Source: an optimization exercise on an open RTL-to-GDS flow (aim: small area). Production flows keep margins and buffers that such runs may drop.
RTL that was checked went through simulation tests only; none was proved equivalent to the original.

==> 01-11: inputs <==
==> flow/design.v (excerpt) <==
module DDS(
    input                DAC_clk,
    input                rst_n,
    input                en,
    input         [31:0] FreqCntrl,
    input         [31:0] PhaseCntrl,
    input signed  [15:0] AmplCntrl,
    input                DataPathSelect,
    input         [31:0] DirectValue,
    output signed [15:0] SampleOut
    );
    reg [23:0] Accu;
    reg [9:0]  PhaseAddress;    
    reg [9:0]  AddrR;           
    reg [15:0] SampleMag;       
    reg        SampleNeg;
    reg [15:0] MultRes;         
    wire [23:0] AccuSum;        
    wire [9:0]  PhaseSum;       
    wire s1;
    wire c2;
    DDS_HA ha2 (.A(Accu[0]), .B(FreqCntrl[0]), .S(s1), .CO(c2));
    wire s3;
    wire c4;
    DDS_FA fa4 (.A(Accu[1]), .B(FreqCntrl[1]), .CI(c2), .S(s3), .CO(c4));
    wire s5;
    wire c6;
    DDS_FA fa6 (.A(Accu[2]), .B(FreqCntrl[2]), .CI(c4), .S(s5), .CO(c6));
    wire s7;
    wire c8;
    DDS_FA fa8 (.A(Accu[3]), .B(FreqCntrl[3]), .CI(c6), .S(s7), .CO(c8));
    wire s9;
    wire c10;
    DDS_FA fa10 (.A(Accu[4]), .B(FreqCntrl[4]), .CI(c8), .S(s9), .CO(c10));
    wire s11;
    wire c12;
    DDS_FA fa12 (.A(Accu[5]), .B(FreqCntrl[5]), .CI(c10), .S(s11), .CO(c12));
    wire s13;
    wire c14;
    DDS_FA fa14 (.A(Accu[6]), .B(FreqCntrl[6]), .CI(c12), .S(s13), .CO(c14));
    wire s15;
    wire c16;
    DDS_FA fa16 (.A(Accu[7]), .B(FreqCntrl[7]), .CI(c14), .S(s15), .CO(c16));
    wire s17;
    wire c18;
  ...
==> flow/config.mk <==
export PLATFORM = sky130hd
export DESIGN_NAME = DDS
export DESIGN_NICKNAME = DDS
export VERILOG_FILES = /design/flow/design.v
export SDC_FILE = /design/flow/constraint.sdc
export NUM_CORES = 4
export LEC_CHECK = 0
export ABC_AREA = 1
export CAP_MARGIN = 10
export CORE_MARGIN = 2
export CORE_UTILIZATION = 55
export PLACE_DENSITY = 0.65
export SLEW_MARGIN = 10
export SYNTH_HIERARCHICAL = 1
export SYNTH_MEMORY_MAX_BITS = 262144
export SYNTH_MINIMUM_KEEP_SIZE = 0
==> flow/constraint.sdc <==
create_clock -name core_clock -period 10.0 [get_ports {DAC_clk}]
set_input_delay 2.0000 -clock core_clock [delete_from_list [all_inputs] [get_ports {DAC_clk}]]
set_output_delay 2.0000 -clock core_clock [all_outputs]
set_load 0.01 [all_outputs]
standard.sh (not shown) runs the stock make flow with config.mk's settings and CLKGATE_MAP_FILE= SYNTH_SCRIPT=/design/flow/synth_recipe.tcl, a recipe that flattens the netlist after the stock synthesis.
==> flow/flow/run.sh <==
#!/bin/bash
# Layout flow: the standard synthesis, then the combinational logic of its netlist
# re-mapped by ABC with an area script (registers kept as they are, so every register
# keeps its name and cell; the full and half adder cells of the design's own adder
# modules kept too; adders that synthesis found in random logic turned back into
# logic), then the standard ORFS steps with
# - the port buffers made of the smallest buffer cell instead of the default clkdlybuf4s50_1,
# - clock tree synthesis without dummy load cells at the leaves.
# Each tool's output goes to a log file in this folder.
set -euo pipefail
ARGS=(
  BUFFER_PORTS_ARGS="-buffer_cell sky130_fd_sc_hd__buf_1"
  CTS_ARGS="-sink_clustering_enable -repair_clock_nets -dont_use_dummy_load -buf_list sky130_fd_sc_hd__clkbuf_8 -sink_clustering_size 20 -sink_clustering_max_diameter 100"
)
bash standard.sh "${ARGS[@]}" synth > flow_synth.log 2>&1

R=orfs/results/${FLOW_PLATFORM}/DDS/base
LIB=${FLOW_HOME}/platforms/${FLOW_PLATFORM}/lib/sky130_fd_sc_hd__tt_025C_1v80.lib
YOSYS=yosys
if [[ -x ${FLOW_HOME}/../tools/install/yosys/bin/yosys ]]; then
  YOSYS=${FLOW_HOME}/../tools/install/yosys/bin/yosys
fi
cp $R/1_2_yosys.v 1_2_yosys.standard.v
python3 flow/cellfunc.py "$LIB" cells_func.v > cellfunc.log 2>&1
python3 flow/unmapfa.py 1_2_yosys.standard.v 1_2_yosys.marked.v > unmapfa.log 2>&1
DONTUSE=""
for c in $(sed -n 's/.*cell ("\(sky130_fd_sc_hd__\(lpflow\|probe\)[a-z0-9_]*\)").*/\1/p' "$LIB"); do
  DONTUSE="$DONTUSE -dont_use $c"
done
cat > resyn.ys <<EOT
read_verilog cells_func.v
read_liberty -lib -ignore_redef $LIB
read_verilog 1_2_yosys.marked.v
hierarchy -top ${FLOW_TOP}
flatten
hierarchy -top ${FLOW_TOP}
read_liberty -lib -ignore_redef $LIB
techmap
opt -purge
abc -liberty $LIB $DONTUSE -script $PWD/flow/resyn.abc
opt_clean -purge
setundef -zero
hilomap -singleton -hicell sky130_fd_sc_hd__conb_1 HI -locell sky130_fd_sc_hd__conb_1 LO
insbuf -buf sky130_fd_sc_hd__buf_1 A X
splitnets
opt_clean -purge
check -assert
stat -liberty $LIB
write_verilog -noattr -nohex -nodec 1_2_yosys.resyn.v
EOT
$YOSYS -s resyn.ys > resyn.log 2>&1
cp 1_2_yosys.resyn.v $R/1_2_yosys.v
touch $R/1_2_yosys.v

bash standard.sh "${ARGS[@]}" finish > flow_finish.log 2>&1
Other scripts of this flow, unchanged in this note and not shown: flow/flow/cellfunc.py, flow/flow/resyn.abc, flow/flow/unmapfa.py
==> inputs of 02-22, as changes to 01-11 <==
--- a/flow/design.v
+++ b/flow/design.v
@@ -963,15 +963,14 @@
     input signed  [15:0] AmplCntrl,
     input                DataPathSelect,
     input         [31:0] DirectValue,
     output signed [15:0] SampleOut
     );
     reg [23:0] Accu;
     reg [9:0]  PhaseAddress;    
-    reg [9:0]  AddrR;           
     reg [15:0] SampleMag;       
     reg        SampleNeg;
     reg [15:0] MultRes;         
     wire [23:0] AccuSum;        
     wire [9:0]  PhaseSum;       
     wire s1;
     wire c2;
@@ -1211,31 +1210,37 @@
         if (!rst_n || !en) Accu <= 24'd0;
         else               Accu <= AccuSum;
     end
     always @(posedge DAC_clk) begin
         if (!rst_n) PhaseAddress <= 10'd0;
         else        PhaseAddress <= PhaseSum;
     end
-    always @(posedge DAC_clk)
-        AddrR <= PhaseAddress;
-    wire       Half    = AddrR[9];
-    wire       Mirror  = AddrR[8];
-    wire [7:0] J       = AddrR[7:0];
+    wire       Half    = PhaseAddress[9];
+    wire       Mirror  = PhaseAddress[8];
+    wire [7:0] J       = PhaseAddress[7:0];
     wire       JZero   = (J == 8'd0);
-    wire [7:0] Idx     = Mirror ? (JZero ? 8'd255 : (8'd0 - J)) : J;
-    wire       Special = Half & Mirror & JZero;    
+    wire [7:0] Fold    = Mirror ? (JZero ? 8'd255 : (8'd0 - J)) : J;
+    reg  [7:0] Idx;
+    reg        IdxHalf;       
+    reg        IdxSpecial;    
+    always @(posedge DAC_clk) begin
+        Idx        <= Fold;
+        IdxHalf    <= Half;
+        IdxSpecial <= Half & Mirror & JZero;
+    end
+    wire       Special = IdxSpecial;
     wire [14:0] Mag;
     DualPortBRAM LUT (.Addr(Idx), .Mag(Mag));
     always @(posedge DAC_clk) begin
         if (!rst_n) begin
             SampleMag <= 16'd0;
             SampleNeg <= 1'b0;
         end else begin
             SampleMag <= Special ? 16'h8000 : {1'b0, Mag};
-            SampleNeg <= Half & !Special;
+            SampleNeg <= IdxHalf & !Special;
         end
     end
     wire [15:0] Prod;
     DDS_Mult Mult (.Mag(SampleMag), .Neg(SampleNeg), .A(AmplCntrl), .P(Prod));
     always @(posedge DAC_clk) begin
         if (!rst_n)              MultRes <= 16'd0;
         else if (DataPathSelect) MultRes <= Prod;
GPL_TIMING_DRIVEN = 0   (was default)
==> run notes <==
02-22 completed with no timing, DRC or antenna violations. 01-11 went through all stages and came out clean. In 02-22 the first-iteration DRC count is smaller than in 01-11, by 2.5%. Cell area: 01-11 is larger than 02-22 (about 2%). In 02-22 the critical path depth is lower than in 01-11, by 6. Of 02-22 and 01-11, 01-11 has the higher core utilization (gap 1.0 points).
For 02-22, only the layout was checked, not whether the RTL still works.

## static timing again, ports no longer ideal
How much do the figures lean on ideal ports? The routed layouts below were timed once more, with nothing changed but the port constraints.
Step 1 sets driving cells, clkbuf_16 on the clock port and buf_2 on the other inputs (assumed; they add their load-dependent delay and slew).
Step 2 also shifts input and output timing later by t, the mid clock arrival at the registers, as if the neighbouring blocks saw the same clock.
Slacks: ideal / step 1 / step 2; pairs: ideal / step 1.
run | t, ns | slack for setup (ns) | worst slew at a driven data input, ns | cell pins on the clock port's net
01-11 | 0.398 | 1.371 / 1.391 / 0.993 | 0.05 | 1
02-22 | 0.395 | 0.746 / 0.746 / 0.737 | 0.05 | 1
After both steps every run listed still meets setup and hold. For 01-11, which loses most, drivers alone change the setup slack by +0.020 ns; drivers and shift together by -0.378 ns.
